This design comes from an exercise in tuning for small area on the open sky130 flow, not from production work. Only simulation tests tie the RTL to the original design; equivalence was not proved. The clock port is modelled as an ideal driver, which makes a skipped or thinned clock tree look cheaper than it is; a real chip needs a root buffer or a tree. Power figures rest on the tool's default switching activity, not on a simulated workload.

## collision_avoidance_car
module collision_avoidance_car (
    input wire clk,
    input wire rst,
    input wire front_obstacle_detected,
    input wire left_obstacle_detected,
    input wire right_obstacle_detected,
    input wire front_obstacle_slow,
    input wire lane_clear_left,
    input wire lane_clear_right,
    input wire destination_reached,
    input wire [1:0] speed_limit_zone,
    output wire [1:0] acceleration,
    output wire [1:0] steering,
    output wire [1:0] indicators,
    output reg  [7:0] current_speed_out,
    output reg  [31:0] distance_travelled_out,
    output wire [31:0] total_power_consumed_out
);
Size in the first run: about 400 cells after synthesis.
export LEC_CHECK = 0
export CAP_MARGIN = 20
export CORE_MARGIN = 2
export CORE_UTILIZATION = 40
export SLEW_MARGIN = 20
export SYNTH_HIERARCHICAL = 1
create_clock -name core_clock -period 9.0 [get_ports {clk}]
standard.sh (not shown) runs the stock make flow with config.mk's settings and CLKGATE_MAP_FILE= SYNTH_SCRIPT=/design/flow/synth_recipe.tcl, a recipe that flattens the netlist after the stock synthesis.
==> flow/flow/run.sh <==
#!/bin/bash
# The standard layout with three changes:
#  1. after the standard synthesis (unchanged), flow/reabc.sh re-maps the combinational
#     logic for area; registers and full adders keep their instances, names and cells;
#  2. port buffers are buf_1;
#  3. the clock tree is built by flow/mycts.tcl in place of ORFS's cts step: the clock
#     port drives 3 clkbuf_16, each at the centre of its group of flip-flops (balanced k-means groups).
# Logs: standard_*.log, reabc.log, mycts.log here, and each tool's log in orfs/logs.
set -euo pipefail
here=$(pwd)
B="BUFFER_PORTS_ARGS=-buffer_cell sky130_fd_sc_hd__buf_1"
R=orfs/results/sky130hd/collision_avoidance_car/base
bash standard.sh "$B" synth > standard_synth.log 2>&1
cp $R/1_2_yosys.v $R/1_2_yosys_standard.v
bash flow/reabc.sh $here/$R/1_2_yosys_standard.v $here/$R/1_2_yosys.v > reabc.log 2>&1
rm -f $R/1_synth.odb $R/1_synth.sdc
bash standard.sh "$B" place > standard_place.log 2>&1
bash standard.sh "$B" run RUN_SCRIPT=$here/flow/mycts.tcl RUN_LOG_NAME_STEM=4_1_cts \
  MY_CTS_BUF=sky130_fd_sc_hd__clkbuf_16 MY_CTS_GROUPS=3 > mycts.log 2>&1
bash standard.sh "$B" finish > standard_finish.log 2>&1
Other scripts of this flow, unchanged in this note and not shown: flow/flow/mycts.tcl, flow/flow/reabc.sh
The baseline finished with timing, DRC and antenna clean.
Rerun with:
--- a/flow/design.v
+++ b/flow/design.v
@@ -21,37 +21,33 @@
     reg       right_h1, right_h2;
     reg       lcl_ok, lcr_ok;
     reg       slow_r, dest_r;
     reg [1:0] zone_r;
     always @(posedge clk or posedge rst) begin
         if (rst) begin
             front_cnt <= 2'd0;
             left_h1   <= 1'b0;
-            left_h2   <= 1'b0;
             right_h1  <= 1'b0;
-            right_h2  <= 1'b0;
-            lcl_ok    <= 1'b0;
-            lcr_ok    <= 1'b0;
-            slow_r    <= 1'b0;
             dest_r    <= 1'b0;
-            zone_r    <= 2'd0;
         end else begin
             front_cnt[1] <= front_obstacle_detected & (front_cnt[1] | front_cnt[0]);
             front_cnt[0] <= front_obstacle_detected & (front_cnt[1] | ~front_cnt[0]);
             left_h1   <= left_obstacle_detected;
-            left_h2   <= left_obstacle_detected & left_h1;
             right_h1  <= right_obstacle_detected;
-            right_h2  <= right_obstacle_detected & right_h1;
-            lcl_ok    <= lane_clear_left  & ~(left_obstacle_detected  & left_h2);
-            lcr_ok    <= lane_clear_right & ~(right_obstacle_detected & right_h2);
-            slow_r    <= front_obstacle_slow;
             dest_r    <= destination_reached;
-            zone_r    <= speed_limit_zone;
         end
+    end
+    always @(posedge clk) begin
+        left_h2   <= left_obstacle_detected & left_h1;
+        right_h2  <= right_obstacle_detected & right_h1;
+        lcl_ok    <= lane_clear_left  & ~(left_obstacle_detected  & left_h2);
+        lcr_ok    <= lane_clear_right & ~(right_obstacle_detected & right_h2);
+        slow_r    <= front_obstacle_slow;
+        zone_r    <= speed_limit_zone;
     end
     wire pf = front_cnt[1] & front_cnt[0];
     localparam [2:0] X_IDLE  = 3'd0,
                      X_ACC   = 3'd1,
                      X_CRU   = 3'd2,
                      X_DEC   = 3'd3,
                      X_AVOID = 3'd4,
                      X_STOP  = 3'd5,
Result: The new run finished clean. Clock power goes down by a few percent. Non-clock buffer count stays the same. Critical path depth is unchanged. Setup slack is better by 0.062 ns. Combinational power hardly moves. Routed wire length goes down slightly. Global-route usage goes down by 0.28 points. Via count goes down slightly. Sequential power stays flat. Die area goes down slightly. Power hardly moves. Count of clock-buffer cells in the layout is unchanged.
In every run of this note, the design's own scripts or RTL, not TritonCTS, make the clock network.

[port drivers added, routing unchanged]
Ports are ideal in the flow. The routed layouts listed here were re-timed in OpenROAD.
Step 1, drivers: a clkbuf_16 drives clk and a buf_2 each remaining input, both assumed.
Step 2 also shifts input and output timing later by t, the mid clock arrival at the registers, as if the neighbouring blocks saw the same clock.
Three values: ideal ports, drivers, drivers and shift; two values: the first two.
run | shift t [ns] | setup slack, ns | worst setup path at the end | latest minus earliest clock arrival (ns) | worst register clock-pin slew, ns
the first run | 0.235 | 0.592 / 0.592 / 0.592 | register to register | 0.013 / 0.012 | 0.12 / 0.12
the second run | 0.229 | 0.653 / 0.653 / 0.653 | register to register | 0.010 / 0.009 | 0.11 / 0.11
After both steps every run listed still meets setup and hold.
